Context: an optimization exercise on an open-source flow, tuned for small area and a short achievable clock period. The choices shown serve that exercise and are no tape-out recipe.
RTL that was checked went through simulation tests only; none was proved equivalent to the original.

==> flow/design.v (excerpt) <==
module smul_q31 (
    input  logic        clk,
    input  logic        reset,
    input  logic        go,
    input  logic [31:0] left,
    input  logic [31:0] right,
    output logic [31:0] out,
    output logic        done
);
==> module sq_benc, before the edit <==
module sq_benc (
    input  logic [2:0] b,
    input  logic       en,
    output logic       neg,
    output logic       one,
    output logic       two
);
  assign neg = b[2] & en;
  assign one = b[1] ^ b[0];
  assign two = (b[2] & ~b[1] & ~b[0]) | (~b[2] & b[1] & b[0]);
endmodule
Settings: LEC_CHECK=0, CAP_MARGIN=20, CORE_MARGIN=2, CORE_UTILIZATION=60, PLACE_DENSITY=0.75, SETUP_SLACK_MARGIN=2.8, SLEW_MARGIN=20, SYNTH_HIERARCHICAL=1, SYNTH_MINIMUM_KEEP_SIZE=0; clock period 8.0 ns.
standard.sh (not shown) runs the stock make flow with config.mk's settings and CLKGATE_MAP_FILE= SYNTH_SCRIPT=/design/flow/synth_recipe.tcl, a recipe that flattens the netlist after the stock synthesis.
==> flow/flow/run.sh <==
#!/bin/bash
# The standard synthesis and layout, with two changes to how the layout
# is made:
#  - after synthesis, the Booth selector gates (a22oi) are set to their
#    smallest drive strength (the placement's repair steps resize them again
#    where timing needs it);
#  - the input and output ports are buffered with buf_2 cells rather than
#    the flow's default choice.
set -euo pipefail
bash standard.sh synth > synth.log 2>&1
R=orfs/results/sky130hd/smul_q31/base
cat > downsize.tcl <<TCL
read_db $R/1_synth.odb
set db [ord::get_db]
set m1 [\$db findMaster sky130_fd_sc_hd__a22oi_1]
set n 0
foreach inst [[ord::get_db_block] getInsts] {
  if {[[\$inst getMaster] getName] eq "sky130_fd_sc_hd__a22oi_2"} {
    \$inst swapMaster \$m1
    incr n
  }
}
puts "downsized \$n a22oi_2 to a22oi_1"
write_db $R/1_synth.odb
TCL
openroad -no_init -exit downsize.tcl > downsize.log 2>&1
export BUFFER_PORTS_ARGS="-buffer_cell sky130_fd_sc_hd__buf_2"
bash standard.sh > layout.log 2>&1
Next try:
--- a/flow/design.v
+++ b/flow/design.v
@@ -1039,11 +1039,11 @@
     input  logic       en,
     output logic       neg,
     output logic       one,
     output logic       two
 );
-  assign neg = b[2] & en;
+  assign neg = b[2] & ~(b[1] & b[0]) & en;    
   assign one = b[1] ^ b[0];
   assign two = (b[2] & ~b[1] & ~b[0]) | (~b[2] & b[1] & b[0]);
 endmodule
 module sq_bpp (
     input  logic x0,
Result:
- worst hold slack gains 0.0039 ns
- final cell count grows by 1.3%
- global-route usage rises by 1.4 points
- non-clock buffer count goes up by 9

* * *

JK:
Another version of the RTL of smul_q31 (not shown whole).
For scale: roughly 1500 cells after synthesis, about 0.016 mm2 of cells after synthesis.
==> module sq_benc, before the edit <==
module sq_benc (
    input  logic [2:0] b,
    output logic       neg,
    output logic       one,
    output logic       two
);
  assign neg = b[2];
  assign one = b[1] ^ b[0];
  assign two = (b[2] & ~b[1] & ~b[0]) | (~b[2] & b[1] & b[0]);
endmodule
Settings: LEC_CHECK=0, CAP_MARGIN=20, CORE_MARGIN=2, CORE_UTILIZATION=45, SETUP_SLACK_MARGIN=2.8, SLEW_MARGIN=20, SYNTH_HIERARCHICAL=1, SYNTH_MINIMUM_KEEP_SIZE=0; clock period 8.0 ns.
Scripts as last shown in full above: flow/flow/run.sh
Modified inputs, MS compared to JK
--- a/flow/design.v
+++ b/flow/design.v
@@ -952,9 +952,9 @@
     output logic       neg,
     output logic       one,
     output logic       two
 );
-  assign neg = b[2];
+  assign neg = b[2] & ~(b[1] & b[0]);    
   assign one = b[1] ^ b[0];
   assign two = (b[2] & ~b[1] & ~b[0]) | (~b[2] & b[1] & b[0]);
 endmodule
 module sq_bpp (
Results
- There was hardly any difference in die extent in y between MS and JK.
- The run with more routed wire is MS, not JK.
- Against JK as the reference, MS delivers a higher time the worst path needs with I/O delays and setup.
- In the tables for JK and MS, share of final-layout standard cells stronger than drive strength 1 reads lower with MS.
- There was hardly any difference in floorplan die width between JK and MS.

* * *

smul_q31 again, from the RTL that the note above started with.
==> flow/config.mk <==
export PLATFORM = sky130hd
export DESIGN_NAME = smul_q31
export DESIGN_NICKNAME = smul_q31
export VERILOG_FILES = /design/flow/design.v
export SDC_FILE = /design/flow/constraint.sdc
export NUM_CORES = 4
export LEC_CHECK = 0
export CAP_MARGIN = 20
export CORE_MARGIN = 2
export CORE_UTILIZATION = 60
export PLACE_DENSITY = 0.75
export SETUP_SLACK_MARGIN = 2.8
export SLEW_MARGIN = 20
export SYNTH_HIERARCHICAL = 1
export SYNTH_MINIMUM_KEEP_SIZE = 0
==> flow/constraint.sdc <==
create_clock -name core_clock -period 8.0 [get_ports {clk}]
set_input_delay 1.6000 -clock core_clock [delete_from_list [all_inputs] [get_ports {clk}]]
set_output_delay 1.6000 -clock core_clock [all_outputs]
set_load 0.01 [all_outputs]
Scripts as last shown in full above: flow/flow/run.sh
The first run finished clean.
Next try:
--- a/flow/design.v
+++ b/flow/design.v
@@ -951,11 +951,11 @@
     input  logic [2:0] b,
     output logic       neg,
     output logic       one,
     output logic       two
 );
-  assign neg = b[2];
+  assign neg = b[2] & ~(b[1] & b[0]);    
   assign one = b[1] ^ b[0];
   assign two = (b[2] & ~b[1] & ~b[0]) | (~b[2] & b[1] & b[0]);
 endmodule
 module sq_bpp (
     input  logic x0,
=> First-iteration DRC count went down by 4.2%. Setup slack barely changes. Area after synthesis is about the same. Cell area falls by 0.53%. Wire length fell by 2.5%. Sequential share of layout area barely changes.

* * *

== job 101 ==
Another version of the RTL of smul_q31 (not shown whole).
Size in the first run: ~1800 cells after synthesis, roughly 170 flip-flops, ~0.021 mm2 of cells after synthesis.
clock: 8.0 ns
lec_check: 0
cap_margin: 20
core_margin: 2
core_utilization: 45
setup_slack_margin: 2.5
slew_margin: 20
synth_hierarchical: 1
synth_minimum_keep_size: 0
run.sh (not shown) runs the stock make flow with config.mk's settings and CLKGATE_MAP_FILE= SYNTH_SCRIPT=/design/flow/synth_recipe.tcl, a recipe that flattens the netlist after the stock synthesis.
Stock flow here: none of the scripts above is used.
What job 102 does differently from job 101 at the input level:
--- a/flow/design.v
+++ b/flow/design.v
@@ -141,24 +141,25 @@
     input  logic [31:0] right,
     output logic [31:0] out,
     output logic        done
 );
   logic d0, d1;               
   logic zero;                 
   logic [41:0] p1, p2;       
   logic pl;                   
+  logic pn;                   
   logic [40:0] a1, a2;       
   logic al;                   
   logic an;                   
   wire phase = d0;            
   wire load = d0 & ~d1;       
   assign done = d1;
   wire [16:0] bs = phase ? right[31:15] : {right[15:0], 1'b0};
-  wire [10:0] plo = {1'b0, p1[9:0]} + {1'b0, p2[9:0]} + {10'd0, pl};
+  wire [11:0] plo = {2'b0, p1[9:0]} + {2'b0, p2[9:0]} + {11'd0, pl} + ({11'd0, pn} << 8);
   wire [31:0] ph1 = p1[41:10];
   wire [31:0] ph2 = p2[41:10];
   wire [31:0] ks0, kc0;
   sq_ha k0 (.a(ph1[0]), .b(ph2[0]), .s(ks0[0]), .co(kc0[0]));
   sq_ha k1 (.a(ph1[1]), .b(ph2[1]), .s(ks0[1]), .co(kc0[1]));
   sq_ha k2 (.a(ph1[2]), .b(ph2[2]), .s(ks0[2]), .co(kc0[2]));
   sq_ha k3 (.a(ph1[3]), .b(ph2[3]), .s(ks0[3]), .co(kc0[3]));
   sq_ha k4 (.a(ph1[4]), .b(ph2[4]), .s(ks0[4]), .co(kc0[4]));
@@ -185,19 +186,20 @@
   sq_fa1 k25 (.a(ph1[25]), .b(ph2[25]), .s(ks0[25]), .co(kc0[25]));
   sq_ha k26 (.a(ph1[26]), .b(ph2[26]), .s(ks0[26]), .co(kc0[26]));
   sq_fa1 k27 (.a(ph1[27]), .b(ph2[27]), .s(ks0[27]), .co(kc0[27]));
   sq_ha k28 (.a(ph1[28]), .b(ph2[28]), .s(ks0[28]), .co(kc0[28]));
   sq_fa1 k29 (.a(ph1[29]), .b(ph2[29]), .s(ks0[29]), .co(kc0[29]));
   sq_ha k30 (.a(ph1[30]), .b(ph2[30]), .s(ks0[30]), .co(kc0[30]));
   sq_fa1 k31 (.a(ph1[31]), .b(ph2[31]), .s(ks0[31]), .co(kc0[31]));
   wire [46:0] ks = {15'd10922, ks0};
-  wire [46:0] kc = {14'd0, kc0, plo[10]};
-  wire [46:0] rsum = ks + kc;
-  wire [46:0] rr = phase ? rsum : {32'd0, neg7, 14'd0};
+  wire [46:0] kc = {14'd0, kc0, 1'b0};
+  wire [46:0] rsum = ks + kc + {45'd0, plo[11:10]};
+  wire [46:0] rg = phase ? rsum : 47'd0;
+  wire [46:0] rr = rg;
   wire neg0, one0, two0;
   sq_benc e0 (.b(bs[2:0]), .neg(neg0), .one(one0), .two(two0));
   wire neg1, one1, two1;
   sq_benc e1 (.b(bs[4:2]), .neg(neg1), .one(one1), .two(two1));
   wire neg2, one2, two2;
   sq_benc e2 (.b(bs[6:4]), .neg(neg2), .one(one2), .two(two2));
   wire neg3, one3, two3;
   sq_benc e3 (.b(bs[8:6]), .neg(neg3), .one(one3), .two(two3));
@@ -728,16 +730,17 @@
   wire [6:0] c1lo = {1'b0, v1[5:0]} + {1'b0, v2[5:0]};
   wire [6:0] c2lo = {1'b0, v1[5:0]} + {1'b0, v2[5:0]};
   always_ff @(posedge clk) begin
     d0 <= go;
     d1 <= go & d0;
     p1 <= v1[47:6];
     p2 <= v2[47:6];
     pl <= c1lo[6];
+    pn <= neg7;
     if (reset) zero <= 1'b1;
     else if (load) zero <= 1'b0;
     if (load) begin
       a1 <= v1[46:6];
       a2 <= v2[46:6];
       al <= c2lo[6];
       an <= neg7;
     end
==> results.txt <==
Of job 102 and job 101, the higher core utilization belongs to job 102.
For the area growth from synthesis to layout, job 102 came in 0.96 points higher than job 101 did.
Taking job 101 as the reference, in job 102 hold slack went down 0.12 ns; number of standard cells in the layout, taps in and fillers out went down 11; final net count went up about 1.2%; H-tree depth held.
Taking job 101 as the reference point, the proportion of layout cells with a drive suffix above 1 of job 102 rises by 2.3 points.
Slew at the pin closest to its max-slew limit sits lower in job 102 than in job 101.
In the tables for job 102 and job 101, routed length per instance reads lower with job 102.
Summary of job 102 over job 101: ratio of routed vias to standard cells went down.
Function was not checked in any run of this note: the RTL went through the layout flow alone.

==> what the ideal ports hide <==
In the flow no input, the clock included, has a driving cell. The finished layouts below were timed again as built, in two steps. Step 1 sets driving cells, clkbuf_16 on the clock port and buf_2 on the other inputs (assumed; they add their load-dependent delay and slew). Step 2 adds t to the input delays and takes it off the output delays; t is the mean of the earliest and latest rising clock arrival at the registers after step 1. Input paths then give back, and output paths get back, about the clock's delay inside the block. Slacks: ideal / step 1 / step 2; pairs: ideal / step 1.
run	shift t [ns]	setup slack, ns	cell pins on the clock port's net
the first run of note 1	0.419	2.896 / 2.896 / 2.531	1
the second run of note 1	0.406	2.773 / 2.795 / 2.389	1
JK	0.405	2.845 / 2.868 / 2.463	1
MS	0.407	2.777 / 2.797 / 2.390	1
the first run of note 3	0.401	2.853 / 2.880 / 2.480	1
the second run of note 3	0.395	2.851 / 2.863 / 2.468	1
job 101	0.482	1.724 / 1.724 / 1.702	1
job 102	0.506	1.462 / 1.462 / 1.462	1
After both steps every run listed still meets setup and hold. For MS, which loses most, drivers alone change the setup slack by +0.020 ns; drivers and shift together by -0.387 ns.
